This design comes from an exercise in tuning for small area and a short achievable clock period on the open sky130 flow, not from production work. Function was checked by simulation only, so behaviour that the tests miss may differ from the original.

## try-amber
Design DCT, start of the top module:
module DCT(clk,rst_n,ena,done,
  data_in0,data_in1,data_in2,data_in3,data_in4,data_in5,data_in6,data_in7,
  data_out0,data_out1,data_out2,data_out3,data_out4,data_out5,data_out6,data_out7);
Size in the first run: about 2100 cells after synthesis, roughly 230 I/O pins, about 25000 um2 of cells after synthesis.
clock: 4.5 ns
lec_check: 0
cap_margin: 20
core_margin: 2
core_utilization: 40
cts_cluster_diameter: 70
cts_cluster_size: 30
gpl_routability_driven: 0
setup_slack_margin: 1.75
slew_margin: 20
synth_hierarchical: 1
synth_minimum_keep_size: 0
standard.sh (not shown) runs the stock make flow with config.mk's settings and CLKGATE_MAP_FILE= SYNTH_SCRIPT=/design/flow/synth_recipe.tcl, a recipe that flattens the netlist after the stock synthesis.
==> flow/flow/run.sh <==
#!/bin/bash
# The standard layout, with plain buf_1 cells as the input/output port buffers
# (the standard flow picks a larger delay-buffer cell for them).
set -euo pipefail
export BUFFER_PORTS_ARGS="-buffer_cell sky130_fd_sc_hd__buf_1"
bash standard.sh > standard.log 2>&1
Modified inputs, try-umber compared to try-amber
# try-amber
export LEC_CHECK = 0
export CAP_MARGIN = 20
export CORE_MARGIN = 2
export CORE_UTILIZATION = 40
export CTS_CLUSTER_DIAMETER = 70
export CTS_CLUSTER_SIZE = 30
export GPL_ROUTABILITY_DRIVEN = 0
export SETUP_SLACK_MARGIN = 1.75
export SLEW_MARGIN = 20
export SYNTH_HIERARCHICAL = 1
export SYNTH_MINIMUM_KEEP_SIZE = 0
create_clock -name core_clock -period 4.5 [get_ports {clk}]
# try-umber
export LEC_CHECK = 0
export CAP_MARGIN = 20
export CORE_MARGIN = 2
export CORE_UTILIZATION = 40
export CTS_CLUSTER_DIAMETER = 70
export CTS_CLUSTER_SIZE = 30
export SETUP_SLACK_MARGIN = 1.75
export SLEW_MARGIN = 20
export SYNTH_HIERARCHICAL = 1
export SYNTH_MINIMUM_KEEP_SIZE = 0
export TNS_END_PERCENT = 10
create_clock -name core_clock -period 4.5 [get_ports {clk}]
==> run summary <==
Changes observed in try-umber relative to try-amber: minimum clock period after layout rose 0.090 ns; biggest fanout along the worst timing path saw an increase; number of nets with antenna violations after detailed routing saw little to no change; sequential share of layout area increased by 0.25 points relative to the old numbers.
Post-detailed-route wirelength per cell delta for try-umber relative to try-amber: 0.17 um higher
[try-umber] cell area fell 480 um2 relative to try-amber
Any difference in wire length between try-umber and try-amber is small enough to ignore.
try-umber — layout-stage area growth over the synthesis result 1.9 points lower, try-amber as reference
Setup changes, try-umber to try-zinc
# try-umber
export LEC_CHECK = 0
export CAP_MARGIN = 20
export CORE_MARGIN = 2
export CORE_UTILIZATION = 40
export CTS_CLUSTER_DIAMETER = 70
export CTS_CLUSTER_SIZE = 30
export SETUP_SLACK_MARGIN = 1.75
export SLEW_MARGIN = 20
export SYNTH_HIERARCHICAL = 1
export SYNTH_MINIMUM_KEEP_SIZE = 0
export TNS_END_PERCENT = 10
create_clock -name core_clock -period 4.5 [get_ports {clk}]
# try-zinc
export LEC_CHECK = 0
export CAP_MARGIN = 20
export CORE_MARGIN = 2
export CORE_UTILIZATION = 40
export CTS_CLUSTER_DIAMETER = 70
export CTS_CLUSTER_SIZE = 30
export SETUP_SLACK_MARGIN = 1.75
export SLEW_MARGIN = 20
export SYNTH_HIERARCHICAL = 1
export SYNTH_MINIMUM_KEEP_SIZE = 0
create_clock -name core_clock -period 4.5 [get_ports {clk}]
[summary]
- Side by side, minimum hold slack turned out lower in try-zinc than in try-umber.
- On try-zinc: total inserted antenna cells is 3 lower than what try-umber gave.

* * *

wip/quartz:
Another version of the RTL of DCT (not shown whole).
For scale: ~2,300 cells after synthesis, about 600 flip-flops, about 230 I/O pins, roughly 29,000 um2 of cells after synthesis.
## DCT
module DCT(clk,rst_n,ena,done,
  data_in0,data_in1,data_in2,data_in3,data_in4,data_in5,data_in6,data_in7,
  data_out0,data_out1,data_out2,data_out3,data_out4,data_out5,data_out6,data_out7);
Settings: LEC_CHECK=0, CAP_MARGIN=20, CORE_MARGIN=2, CORE_UTILIZATION=40, SLEW_MARGIN=20, SYNTH_HIERARCHICAL=1, SYNTH_MINIMUM_KEEP_SIZE=0; clock period 4.5 ns.
run.sh (not shown) runs the stock make flow with config.mk's settings and CLKGATE_MAP_FILE= SYNTH_SCRIPT=/design/flow/synth_recipe.tcl, a recipe that flattens the netlist after the stock synthesis.
Stock flow here: none of the scripts above is used.
The inputs of wip/pepper differ from those of wip/quartz as listed below.
diff --git a/flow/config.mk b/flow/config.mk
--- a/flow/config.mk
+++ b/flow/config.mk
@@ -10,2 +10,3 @@
 export CORE_UTILIZATION = 40
+export SETUP_SLACK_MARGIN = 1.0
 export SLEW_MARGIN = 20
### Flow results
- Between wip/quartz and wip/pepper, the tightest hold margin does not differ in any meaningful way.
- The critical-path cell with the highest stage delay comes out dfxtp_1 in one run and ha_1 in the other, namely in wip/pepper and wip/quartz respectively.
- Count of cells resized by post-cts repair (higher): wip/pepper
- [compare] base=wip/quartz new=wip/pepper: design area increased by 0.39% relative to the old numbers; non-clock buffer count saw an increase; maximum number of pins on one net before global-route repair stayed essentially flat; sequential share of layout area neither gained nor lost much.
Changes in wip/xenon relative to wip/pepper:
==> flow/flow/run.sh (new file) <==
#!/bin/bash
# The standard layout, with plain buf_1 cells as the input/output port buffers
# (the standard flow picks a larger delay-buffer cell for them).
set -euo pipefail
export BUFFER_PORTS_ARGS="-buffer_cell sky130_fd_sc_hd__buf_1"
bash standard.sh > standard.log 2>&1
==> flow/standard.sh (new file) <==
#!/bin/bash
# synth_recipe.tcl (not shown) runs the flow's synth.tcl, then flattens the netlist and writes it again
# the make line also repeats each setting of config.mk as NAME=value (left out here)
make -C /OpenROAD-flow-scripts/flow DESIGN_CONFIG=/design/flow/config.mk WORK_HOME=/design/flow/orfs CLKGATE_MAP_FILE= SYNTH_SCRIPT=/design/flow/synth_recipe.tcl "${@:-finish}"
diff --git a/flow/config.mk b/flow/config.mk
--- a/flow/config.mk
+++ b/flow/config.mk
@@ -10,3 +10,3 @@
 export CORE_UTILIZATION = 40
-export SETUP_SLACK_MARGIN = 1.0
+export SETUP_SLACK_MARGIN = 1.5
 export SLEW_MARGIN = 20
removed: flow/run.sh
--- outcome ---
Compared with wip/pepper, maximum frequency from static timing analysis in wip/xenon increased by a little under 10%. Higher met1 track utilization from global routing was reported by wip/xenon, not wip/pepper. Comparing wip/xenon with wip/pepper, the count of H-tree levels built during CTS came out essentially unchanged. wip/xenon does better than wip/pepper on max-slew headroom at the worst pin.

* * *

Another version of the RTL of DCT (not shown whole).
For scale: about 2100 cells after synthesis, ~440 flip-flops, ~230 I/O pins, ~27000 sq um of cells after synthesis.
Design DCT, start of the top module:
module DCT(clk,rst_n,ena,done,
  data_in0,data_in1,data_in2,data_in3,data_in4,data_in5,data_in6,data_in7,
  data_out0,data_out1,data_out2,data_out3,data_out4,data_out5,data_out6,data_out7);
input clk,rst_n,ena;
input signed [8:0] data_in0,data_in1,data_in2,data_in3,data_in4,data_in5,data_in6,data_in7;
output signed [18:0] data_out0,data_out1,data_out2,data_out3,data_out4,data_out5,data_out6,data_out7;
output done;
reg [2:0] vld;
always @(posedge clk or negedge rst_n)
  if (!rst_n) vld <= 0;
  else vld <= {vld[1:0], ena};
assign done = vld[2];
wire [8:0] x0 = data_in0, x1 = data_in1, x2 = data_in2, x3 = data_in3;
wire [8:0] x4 = data_in4, x5 = data_in5, x6 = data_in6, x7 = data_in7;
wire s1, c2;
dct_fa us1 (.a(x0[0]), .b(x7[0]), .c(x3[0]), .s(s1), .co(c2));
wire s3, c4;
dct_fa us3 (.a(x0[1]), .b(x7[1]), .c(x3[1]), .s(s3), .co(c4));
wire s5, c6;
dct_fa us5 (.a(x0[2]), .b(x7[2]), .c(x3[2]), .s(s5), .co(c6));
wire s7, c8;
dct_fa us7 (.a(x0[3]), .b(x7[3]), .c(x3[3]), .s(s7), .co(c8));
wire s9, c10;
dct_fa us9 (.a(x0[4]), .b(x7[4]), .c(x3[4]), .s(s9), .co(c10));
wire s11, c12;
dct_fa us11 (.a(x0[5]), .b(x7[5]), .c(x3[5]), .s(s11), .co(c12));
wire s13, c14;
dct_fa us13 (.a(x0[6]), .b(x7[6]), .c(x3[6]), .s(s13), .co(c14));
wire s15, c16;
dct_fa us15 (.a(x0[7]), .b(x7[7]), .c(x3[7]), .s(s15), .co(c16));
wire s17, c18;
dct_fa us17 (.a(x0[8]), .b(x7[8]), .c(x3[8]), .s(s17), .co(c18));
wire s19, c20;
dct_fa us19 (.a(x4[1]), .b(c2), .c(s3), .s(s19), .co(c20));
wire s21, c22;
dct_fa us21 (.a(x4[2]), .b(c4), .c(s5), .s(s21), .co(c22));
wire s23, c24;
dct_fa us23 (.a(x4[3]), .b(c6), .c(s7), .s(s23), .co(c24));
wire s25, c26;
dct_fa us25 (.a(x4[4]), .b(c8), .c(s9), .s(s25), .co(c26));
wire s27, c28;
dct_fa us27 (.a(x4[5]), .b(c10), .c(s11), .s(s27), .co(c28));
wire s29, c30;
dct_fa us29 (.a(x4[6]), .b(c12), .c(s13), .s(s29), .co(c30));
wire s31, c32;
dct_fa us31 (.a(x4[7]), .b(c14), .c(s15), .s(s31), .co(c32));
wire n33;
dct_not un33 (.a(c16), .y(n33));
wire s34, c35;
dct_fa us34 (.a(x4[8]), .b(s17), .c(n33), .s(s34), .co(c35));
wire s36, c37;
dct_ha us36 (.a(x4[0]), .b(s1), .s(s36), .co(c37));
wire s38, c39;
dct_ha us38 (.a(c20), .b(s21), .s(s38), .co(c39));
wire s40, c41;
dct_ha us40 (.a(c22), .b(s23), .s(s40), .co(c41));
wire s42, c43;
  ...
clock: 4.5 ns
lec_check: 0
cap_margin: 20
core_margin: 2
core_utilization: 40
cts_cluster_diameter: 70
cts_cluster_size: 30
setup_slack_margin: 1.9
slew_margin: 20
synth_hierarchical: 1
synth_minimum_keep_size: 0
standard.sh (not shown) runs the stock make flow with config.mk's settings and CLKGATE_MAP_FILE= SYNTH_SCRIPT=/design/flow/synth_recipe.tcl, a recipe that flattens the netlist after the stock synthesis.
==> flow/flow/run.sh <==
#!/bin/bash
# The standard layout, with plain buf_1 cells as the input/output port buffers
# (the standard flow picks a larger delay-buffer cell for them).
set -euo pipefail
export BUFFER_PORTS_ARGS="-buffer_cell sky130_fd_sc_hd__buf_1"
bash standard.sh > standard.log 2>&1
Change:
CTS_CLUSTER_DIAMETER = unset   (was 70)
CTS_CLUSTER_SIZE = unset   (was 30)
SETUP_SLACK_MARGIN = 1.25   (was 1.9)
What happened: Worst hold slack is worse by 0.054 ns; area after synthesis stays the same; via count went down by about 2%.

* * *

DCT again, from the RTL that the note above started with.
clock: 4.5 ns
lec_check: 0
cap_margin: 20
core_margin: 2
core_utilization: 40
setup_slack_margin: 1.5
slew_margin: 20
synth_hierarchical: 1
synth_minimum_keep_size: 0
Scripts as last shown in full above: flow/flow/run.sh
The first run finished clean.
Then changed:
Settings changed: CTS_CLUSTER_DIAMETER from default to 70, CTS_CLUSTER_SIZE from default to 30.
The new run ran to the end with no violations.
Clock skew grows by 0.023 ns.
Non-clock buffer count shrinks by 2.
Via count shrinks by 0.97%.
Die area does not change.
Hold slack gets better by 0.012 ns.
Then changed:
Settings changed: CTS_CLUSTER_DIAMETER 70 to default, CTS_CLUSTER_SIZE 30 to default, SETUP_SLACK_MARGIN 1.5 to 2.0.
=> Synthesized cell count is unchanged. Final cell count increases by 4.4%. Worst setup slack is better by 0.096 ns. Die area is unchanged. Synthesized area stays the same. Routed wire length increases by 6.5%.
Then changed:
Settings changed: CORE_UTILIZATION 40 to 60, PLACE_DENSITY from default to 0.75, SETUP_SLACK_MARGIN 2.0 to 1.5.
Sequential cell count stays the same.
Final cell count came out lower by about 12%.
Non-clock buffer count came out lower by 115.
Critical path depth came out lower by 1.
Setup slack got worse by 0.091 ns.
Core utilization came out higher by 18 points.

* * *

DCT with an RTL version that a note above also has.
Size: roughly 2,100 cells after synthesis.
==> flow/config.mk <==
export PLATFORM = sky130hd
export DESIGN_NAME = DCT
export DESIGN_NICKNAME = DCT
export VERILOG_FILES = /design/flow/design.v
export SDC_FILE = /design/flow/constraint.sdc
export NUM_CORES = 4
export LEC_CHECK = 0
export CAP_MARGIN = 20
export CORE_MARGIN = 2
export CORE_UTILIZATION = 40
export CTS_CLUSTER_DIAMETER = 70
export CTS_CLUSTER_SIZE = 30
export SETUP_SLACK_MARGIN = 2.0
export SLEW_MARGIN = 20
export SYNTH_HIERARCHICAL = 1
export SYNTH_MINIMUM_KEEP_SIZE = 0
export TNS_END_PERCENT = 30
==> flow/constraint.sdc <==
create_clock -name core_clock -period 4.5 [get_ports {clk}]
set_input_delay 0.9000 -clock core_clock [delete_from_list [all_inputs] [get_ports {clk}]]
set_output_delay 0.9000 -clock core_clock [all_outputs]
set_load 0.01 [all_outputs]
Scripts as last shown in full above: flow/flow/run.sh
Rerun with:
- SETUP_SLACK_MARGIN: 2.0 -> 1.75
- TNS_END_PERCENT: 30 -> 20
Result:
- The new run went through all stages and came out clean
- fmax is about the same
- cell count falls by 2.6%
- core utilization falls by 1.7 points
- synthesized cell count stays the same
- setup slack stays flat
- final area falls by 3.8%
- global-route usage barely changes
- synthesized area does not change
Rerun with:
- TNS_END_PERCENT: 20 -> 50
After rerunning: Routed wire length went up by 0.71%. Worst setup slack barely changes. Cell count went up by 0.45%. Global-route usage is about the same.
Rerun with:
- CTS_CLUSTER_DIAMETER: 70 -> 60
- CTS_CLUSTER_SIZE: 30 -> 25
- TNS_END_PERCENT: 50 -> default
The new run produced a clean layout.
Cell count increases by 0.73%.
Core utilization increases by 0.57 points.
First-iteration DRC count increases by 19%.
Synthesized cell count does not change.
Maximum frequency decreases by 0.52%.
Sequential share of layout area decreases by 0.35 points.
Hold slack improved by 0.060 ns.
Via count decreases by 0.43%.
Final area increases by 1.3%.

* * *

DCT with an RTL version that a note above also has.
Size: ~2300 cells after synthesis, about 230 I/O pins, ~29000 um^2 of cells after synthesis.
## DCT
module DCT(clk,rst_n,ena,done,
  data_in0,data_in1,data_in2,data_in3,data_in4,data_in5,data_in6,data_in7,
  data_out0,data_out1,data_out2,data_out3,data_out4,data_out5,data_out6,data_out7);
clock: 4.5 ns
lec_check: 0
cap_margin: 20
core_margin: 2
core_utilization: 40
cts_buf_list: sky130_fd_sc_hd__clkbuf_8
setup_slack_margin: 1.5
slew_margin: 20
synth_hierarchical: 1
synth_minimum_keep_size: 0
run.sh (not shown) runs the stock make flow with config.mk's settings and CLKGATE_MAP_FILE= SYNTH_SCRIPT=/design/flow/synth_recipe.tcl, a recipe that flattens the netlist after the stock synthesis.
Stock flow here: none of the scripts above is used.
The baseline completed with no timing, DRC or antenna violations.
==> next run, changes <==
--- a/flow/config.mk
+++ b/flow/config.mk
@@ -10,4 +10,3 @@
 export CORE_UTILIZATION = 40
-export CTS_BUF_LIST = sky130_fd_sc_hd__clkbuf_8
-export SETUP_SLACK_MARGIN = 1.5
+export SETUP_SLACK_MARGIN = 2.0
 export SLEW_MARGIN = 20
After rerunning:
- fmax rose by a few percent
- flip-flop and latch count does not change
- first-iteration DRC count shrinks by a few percent

* * *

## oak
DCT with an RTL version that a note above also has.
Size: ~2,100 cells after synthesis, ~440 flip-flops, roughly 0.027 sq mm of cells after synthesis.
export LEC_CHECK = 0
export CAP_MARGIN = 10
export CORE_MARGIN = 2
export CORE_UTILIZATION = 40
export CTS_CLUSTER_DIAMETER = 70
export CTS_CLUSTER_SIZE = 30
export SETUP_SLACK_MARGIN = 1.75
export SLEW_MARGIN = 10
export SYNTH_HIERARCHICAL = 1
export SYNTH_MINIMUM_KEEP_SIZE = 0
create_clock -name core_clock -period 4.5 [get_ports {clk}]
standard.sh (not shown) runs the stock make flow with config.mk's settings and CLKGATE_MAP_FILE= SYNTH_SCRIPT=/design/flow/synth_recipe.tcl, a recipe that flattens the netlist after the stock synthesis.
Scripts as last shown in full above: flow/flow/run.sh
oak finished end to end and its layout was clean on timing, DRC and antenna.
--- input diff oak..pine ---
Settings: SLEW_MARGIN changed from 10 to 20; CTS_CLUSTER_SIZE removed (was 30); CTS_CLUSTER_DIAMETER removed (was 70); CAP_MARGIN changed from 10 to 20.
[summary]
- Core utilization delta for pine relative to oak: 0.57 points higher
- The higher post-route fraction of the period consumed by the critical path of oak and pine is in pine.
- Comparing the two runs side by side, pine comes out ahead of oak on max-slew headroom at the worst pin.
- Status: overall global routing resource usage parity (pine, oak)
- Relative to oak, proportion of layout cells with a drive suffix above 1 increased by 0.96 points in pine.
- | post-route cell area | pine vs oak | 370 sq um higher |
Input changes introduced in birch (baseline for comparison: pine):
Settings: CTS_CLUSTER_DIAMETER newly set to 70; CTS_CLUSTER_SIZE newly set to 30.
==> run summary <==
- | data arrival time at the worst-slack endpoint | birch vs pine | 30 ps lower |
- birch vs. pine: clock skew went up by 15 ps.
- Number of buffers inserted by post-CTS setup repair in birch is 1 higher than in pine
- Comparing pine and birch, the lower minimum clock period is on birch.
- As far as share of synthesized flip-flops with an asynchronous set or reset goes, birch and pine are indistinguishable; the numbers are identical.
- Of the two candidates, pine has the worse wire length of the first global-routing pass and birch the better one.
- Between pine and birch, number of standard cells in the layout, taps in and fillers out decreased.
- birch: no failed stages, no open violations at the end
- Looking at pine and birch, the count of pins over their slew limit is a wash.

-- afterwards: timing with drivers on the ports --
The flow's constraints put no driver on any port. The routed layouts listed below were extracted and timed again, unchanged, in two steps. Step 1 assumes that a clkbuf_16 drives the clock port and a buf_2 every other input. Step 2 moves the port delays by t, midway between the first and last clock arrival at a register: inputs arrive t later, outputs are due t later. That takes back most of the time a late clock gives input paths. Slacks: no drivers / after step 1 / after step 2; pairs: no drivers / after step 1.
| run | shift t [ns] | slack for setup (ns) | worst setup path at the end | worst register clock-pin slew, ns |
|---|---|---|---|---|
| try-amber | 0.656 | 1.701 / 1.701 / 1.564 | input to register | 0.10 / 0.10 |
| try-umber | 0.652 | 1.611 / 1.611 / 1.611 | register to register | 0.09 / 0.09 |
| try-zinc | 0.679 | 1.707 / 1.707 / 1.596 | input to register | 0.09 / 0.09 |
| wip/quartz | 0.657 | 0.962 / 0.962 / 0.962 | register to register | 0.06 / 0.06 |
| wip/pepper | 0.655 | 1.189 / 1.189 / 1.189 | register to register | 0.06 / 0.06 |
| wip/xenon | 0.666 | 1.447 / 1.447 / 1.447 | register to register | 0.06 / 0.06 |
| the first run of note 3 | 0.619 | 1.738 / 1.705 / 1.086 | input to register | 0.09 / 0.09 |
| the second run of note 3 | 0.653 | 1.402 / 1.402 / 0.869 | input to register | 0.07 / 0.07 |
| the first run of note 4 | 0.640 | 1.572 / 1.570 / 0.930 | input to register | 0.06 / 0.06 |
| the second run of note 4 | 0.613 | 1.581 / 1.553 / 0.940 | input to register | 0.09 / 0.09 |
| the third run of note 4 | 0.642 | 1.678 / 1.648 / 1.006 | input to register | 0.06 / 0.06 |
| the fourth run of note 4 | 0.624 | 1.587 / 1.552 / 0.928 | input to register | 0.06 / 0.06 |
| the first run of note 5 | 0.616 | 1.703 / 1.703 / 1.550 | input to register | 0.08 / 0.08 |
| the second run of note 5 | 0.651 | 1.702 / 1.702 / 1.607 | input to register | 0.09 / 0.09 |
| the third run of note 5 | 0.649 | 1.701 / 1.701 / 1.601 | input to register | 0.09 / 0.09 |
| the fourth run of note 5 | 0.611 | 1.686 / 1.686 / 1.572 | input to register | 0.08 / 0.08 |
| the first run of note 6 | 0.765 | 1.386 / 1.386 / 1.386 | register to register | 0.07 / 0.07 |
| the second run of note 6 | 0.661 | 1.516 / 1.516 / 1.516 | register to register | 0.06 / 0.06 |
| oak | 0.625 | 1.746 / 1.692 / 1.067 | input to register | 0.10 / 0.10 |
| pine | 0.640 | 1.733 / 1.702 / 1.062 | input to register | 0.07 / 0.07 |
| birch | 0.625 | 1.746 / 1.692 / 1.067 | input to register | 0.10 / 0.10 |
After both steps setup and hold are still met in every run listed.
